From an optimization exercise on the open Yosys and OpenROAD flow, aimed at small area, a short achievable clock period and few clock cycles per item; shortcuts taken in it are not production practice. Where RTL was checked, it was by simulation tests only, not by an equivalence proof against the original. No activity file was given, so power comes from the tool's default toggle rates.

## mips_rtype_core
module mips_rtype_core(clk,rst,in_valid,in_ready,in_load,in_instr,in_data,
                       out_valid,out_rd,out_data);
==> module reg_bank, before the edit <==
module reg_bank(clk,rs1_addr,rs2_addr,rd1_en,rd2_en,ld_en,ld_data,fw1_en,fw2_en,
                rs1_data,rs2_data,rd_addr,rd_data,rd_we);
input  clk;
input [4:0] rs1_addr;
input [4:0] rs2_addr;
input rd1_en;
input rd2_en;
input ld_en;
input [31:0] ld_data;
input fw1_en;
input fw2_en;
output [31:0] rs1_data;
output [31:0] rs2_data;
input [4:0] rd_addr;
input [31:0] rd_data;
input rd_we;
 reg [31:0] Reg[0:31];
 wire [1023:0] regs;
 wire [31:0] sel1;
 wire [31:0] sel2;
 genvar i;
 generate
   for (i = 0; i < 32; i = i + 1) begin : flat
     assign regs[i*32+31:i*32] = Reg[i];
     assign sel1[i] = rd1_en && rs1_addr == i;
     assign sel2[i] = rd2_en && rs2_addr == i;
   end
 endgenerate
 rd_port P1(regs,sel1,rd_data,fw1_en,ld_data,ld_en,rs1_data);
 rd_port P2(regs,sel2,rd_data,fw2_en,32'b0,1'b0,rs2_data);
 always@ (posedge clk)
   begin
     if (rd_we)
       Reg[rd_addr] <= rd_data;
   end
endmodule
==> module fetch_decode_unit, before the edit <==
module fetch_decode_unit(clk,rst,in_valid,in_load,in_instr,in_data,
                         f_valid,f_load,f_data,f_rs1,f_rs2,f_rd,f_func,f_f7nz);
    input clk;
    input rst;
    input in_valid;
    input in_load;
    input [31:0] in_instr;
    input [31:0] in_data;
    output reg f_valid;
    output reg f_load;
    output reg [31:0] f_data;
    output reg [4:0] f_rs1;
    output reg [4:0] f_rs2;
    output reg [4:0] f_rd;
    output reg [2:0] f_func;
    output reg f_f7nz;
    always@(posedge clk)
    begin
      if (rst)
        f_valid <= 1'b0;
      else
        f_valid <= in_valid;
      f_load <= in_load;
      f_data <= in_data;
      f_rs1 <= in_instr[19:15];
      f_rs2 <= in_instr[24:20];
      f_rd <= in_instr[11:7];
      f_func <= in_instr[14:12];
      f_f7nz <= |in_instr[31:25];
    end
endmodule
==> module mips_rtype_core, before the edit <==
module mips_rtype_core(clk,rst,in_valid,in_ready,in_load,in_instr,in_data,
                       out_valid,out_rd,out_data);
    input clk;
    input rst;
    input in_valid;
    output in_ready;
    input in_load;
    input [31:0] in_instr;
    input [31:0] in_data;
    output out_valid;
    output [4:0] out_rd;
    output [31:0] out_data;
    wire f_valid;
    wire f_load;
    wire [31:0] f_data;
    wire [4:0] f_rs1;
    wire [4:0] f_rs2;
    wire [4:0] f_rd;
    wire [2:0] f_func;
    wire f_f7nz;
    fetch_decode_unit IF_ID(clk,rst,in_valid,in_load,in_instr,in_data,
                            f_valid,f_load,f_data,f_rs1,f_rs2,f_rd,f_func,f_f7nz);
    reg x_valid;
    reg [4:0] x_rd;
    wire [31:0] result;
    wire [31:0] r_op1;
    wire [31:0] r_op2;
    reg [31:0] x_op1;
    reg [31:0] x_op2;
    wire [10:0] ctrl_sig;
    reg [10:0] x_ctrl;
    reg w_valid;
    reg [4:0] w_rd;
    reg [31:0] w_data;
    wire [4:0] in_rs1 = in_instr[19:15];
    wire [4:0] in_rs2 = in_instr[24:20];
    wire p1x = f_valid && f_rd == in_rs1;
    wire p2x = f_valid && f_rd == in_rs2;
    wire p1w = x_valid && x_rd == in_rs1;
    wire p2w = x_valid && x_rd == in_rs2;
    reg m1x, m2x, use_w1, use_w2, use_r1, use_r2;
    always@(posedge clk)
    begin
      m1x <= !in_load && p1x;
      m2x <= !in_load && p2x;
      use_w1 <= !in_load && !p1x && p1w;
      use_w2 <= !in_load && !p2x && p2w;
      use_r1 <= !in_load && !p1x && !p1w;
      use_r2 <= !in_load && !p2x && !p2w;
    end
    wire use_d1 = f_load;
    reg_bank Register(clk,f_rs1,f_rs2,use_r1,use_r2,use_d1,f_data,use_w1,use_w2,
                      r_op1,r_op2,w_rd,w_data,w_valid);
    control_unit IC(f_load,f_f7nz,f_func,ctrl_sig);
    always@(posedge clk)
    begin
      if (rst)
        x_valid <= 1'b0;
      else
        x_valid <= f_valid;
      x_rd <= f_rd;
      x_ctrl <= ctrl_sig;
      x_op1 <= r_op1 | (result & {32{m1x}});
      x_op2 <= (r_op2 | (result & {32{m2x}})) ^ {32{ctrl_sig[0]}};
    end
    ALU_unit IE(x_ctrl,x_op1,x_op2,result);
    always@(posedge clk)
    begin
      if (rst)
        w_valid <= 1'b0;
      else
        w_valid <= x_valid;
      w_rd <= x_rd;
      w_data <= result;
    end
    reg o_valid;
    reg [4:0] o_rd;
    reg [31:0] o_data;
    always@(posedge clk)
    begin
      if (rst)
        o_valid <= 1'b0;
      else
        o_valid <= x_valid;
      o_rd <= x_rd;
      o_data <= result;
    end
    assign in_ready = 1'b1;
    assign out_valid = o_valid;
    assign out_rd = o_rd;
    assign out_data = o_data;
endmodule
export LEC_CHECK = 0
export CAP_MARGIN = 20
export CORE_MARGIN = 2
export CORE_UTILIZATION = 40
export CTS_BUF_LIST = sky130_fd_sc_hd__clkbuf_4 sky130_fd_sc_hd__clkbuf_8
export CTS_CLUSTER_SIZE = 20
export SETUP_SLACK_MARGIN = 4.8
export SLEW_MARGIN = 20
export SYNTH_HIERARCHICAL = 1
create_clock -name core_clock -period 8.0 [get_ports {clk}]
standard.sh (not shown) runs the stock make flow with config.mk's settings and CLKGATE_MAP_FILE= SYNTH_SCRIPT=/design/flow/synth_recipe.tcl, a recipe that flattens the netlist after the stock synthesis.
==> flow/flow/run.sh <==
#!/bin/bash
# The standard layout, with clock tree synthesis told not to add dummy loads,
# to cluster more registers under each leaf buffer and to use a strong root.
cd "$(dirname "$0")/.."
sed -n '1,200p' standard.sh > standard_sh_copy.log
export CTS_ARGS="-sink_clustering_enable -repair_clock_nets -dont_use_dummy_load -sink_clustering_size 16 -sink_clustering_max_diameter 60 -buf_list {sky130_fd_sc_hd__clkbuf_8 sky130_fd_sc_hd__clkbuf_16} -root_buf sky130_fd_sc_hd__clkbuf_16 -sink_clustering_buffer sky130_fd_sc_hd__clkbuf_8"
bash standard.sh > standard.log 2>&1
Edit:
--- a/flow/design.v
+++ b/flow/design.v
@@ -95,11 +95,11 @@
 endgenerate
 endmodule
-module reg_bank(clk,rs1_addr,rs2_addr,rd1_en,rd2_en,ld_en,ld_data,fw1_en,fw2_en,
+module reg_bank(clk,rs1_hi,rs1_lo,rs2_hi,rs2_lo,ld_en,ld_data,fw1_en,fw2_en,
                 rs1_data,rs2_data,rd_addr,rd_data,rd_we);
 input  clk;
-input [4:0] rs1_addr;
-input [4:0] rs2_addr;
-input rd1_en;
-input rd2_en;
+input [3:0] rs1_hi;
+input [7:0] rs1_lo;
+input [3:0] rs2_hi;
+input [7:0] rs2_lo;
 input ld_en;
 input [31:0] ld_data;
@@ -119,6 +119,6 @@
    for (i = 0; i < 32; i = i + 1) begin : flat
      assign regs[i*32+31:i*32] = Reg[i];
-     assign sel1[i] = rd1_en && rs1_addr == i;
-     assign sel2[i] = rd2_en && rs2_addr == i;
+     assign sel1[i] = rs1_hi[i/8] && rs1_lo[i%8];
+     assign sel2[i] = rs2_hi[i/8] && rs2_lo[i%8];
    end
  endgenerate
@@ -133,5 +133,5 @@
 `timescale 1ns / 1ps
 module fetch_decode_unit(clk,rst,in_valid,in_load,in_instr,in_data,
-                         f_valid,f_load,f_data,f_rs1,f_rs2,f_rd,f_func,f_f7nz);
+                         f_valid,f_load,f_data,f_rd,f_func,f_f7nz);
     input clk;
     input rst;
@@ -143,6 +143,4 @@
     output reg f_load;
     output reg [31:0] f_data;
-    output reg [4:0] f_rs1;
-    output reg [4:0] f_rs2;
     output reg [4:0] f_rd;
     output reg [2:0] f_func;
@@ -156,6 +154,4 @@
       f_load <= in_load;
       f_data <= in_data;
-      f_rs1 <= in_instr[19:15];
-      f_rs2 <= in_instr[24:20];
       f_rd <= in_instr[11:7];
       f_func <= in_instr[14:12];
@@ -179,11 +175,9 @@
     wire f_load;
     wire [31:0] f_data;
-    wire [4:0] f_rs1;
-    wire [4:0] f_rs2;
     wire [4:0] f_rd;
     wire [2:0] f_func;
     wire f_f7nz;
     fetch_decode_unit IF_ID(clk,rst,in_valid,in_load,in_instr,in_data,
-                            f_valid,f_load,f_data,f_rs1,f_rs2,f_rd,f_func,f_f7nz);
+                            f_valid,f_load,f_data,f_rd,f_func,f_f7nz);
     reg x_valid;
     reg [4:0] x_rd;
@@ -204,5 +198,12 @@
     wire p1w = x_valid && x_rd == in_rs1;
     wire p2w = x_valid && x_rd == in_rs2;
-    reg m1x, m2x, use_w1, use_w2, use_r1, use_r2;
+    wire rd1 = !in_load && !p1x && !p1w;
+    wire rd2 = !in_load && !p2x && !p2w;
+    reg m1x, m2x, use_w1, use_w2;
+    reg [3:0] rs1_hi;
+    reg [7:0] rs1_lo;
+    reg [3:0] rs2_hi;
+    reg [7:0] rs2_lo;
+    integer k;
     always@(posedge clk)
     begin
@@ -211,9 +212,17 @@
       use_w1 <= !in_load && !p1x && p1w;
       use_w2 <= !in_load && !p2x && p2w;
-      use_r1 <= !in_load && !p1x && !p1w;
-      use_r2 <= !in_load && !p2x && !p2w;
+      for (k = 0; k < 4; k = k + 1)
+        begin
+          rs1_hi[k] <= rd1 && in_rs1[4:3] == k;
+          rs2_hi[k] <= rd2 && in_rs2[4:3] == k;
+        end
+      for (k = 0; k < 8; k = k + 1)
+        begin
+          rs1_lo[k] <= in_rs1[2:0] == k;
+          rs2_lo[k] <= in_rs2[2:0] == k;
+        end
     end
     wire use_d1 = f_load;
-    reg_bank Register(clk,f_rs1,f_rs2,use_r1,use_r2,use_d1,f_data,use_w1,use_w2,
+    reg_bank Register(clk,rs1_hi,rs1_lo,rs2_hi,rs2_lo,use_d1,f_data,use_w1,use_w2,
                       r_op1,r_op2,w_rd,w_data,w_valid);
     control_unit IC(f_load,f_f7nz,f_func,ctrl_sig);
The changed run ran to the end with no violations.
Clock power stays flat.
Sequential share of layout area rose by 0.81 points.
Combinational power went down by about 3%.
Worst setup slack gains 0.036 ns.
Global-route usage shrinks by 0.63 points.
Power fell by 0.40%.
Worst hold slack is better by 0.021 ns.
Non-clock buffer count went down by 26.
Synthesized area rose by about 0.75%.
Sequential power rose by about 0.5%.
Via count falls by about 0.36%.
Testbench counts after the change, summed over its fixed seeds: cycles 24,016, items 24,000.
For the first run of this note, only the layout was checked, not whether the RTL still works.

[port drivers added, routing unchanged]
No port has a modelled driver above. Below, the same layouts with a new extraction and two added sets of constraints.
Step 1 sets driving cells, clkbuf_16 on the clock port and buf_2 on the other inputs (assumed; they add their load-dependent delay and slew).
Step 2, shift: input delay + t, output delay - t, t = (earliest + latest rising clock arrival at the registers) / 2. This alone moves slack from input paths to output paths.
Slacks: ideal ports / drivers / drivers and shift; pairs: ideal ports / drivers.
run | shift t [ns] | slack for setup (ns) | worst hold slack (ns) | cell pins on the clock port's net
the first run | 0.750 | 4.762 / 4.739 / 4.683 | 0.364 / 0.364 / 0.364 | 1
the second run | 0.733 | 4.798 / 4.751 / 4.609 | 0.386 / 0.386 / 0.386 | 1
After both steps every run listed still meets setup and hold. The setup slack of the second run, which loses most, moves by -0.047 ns with the drivers and by -0.189 ns with both steps.
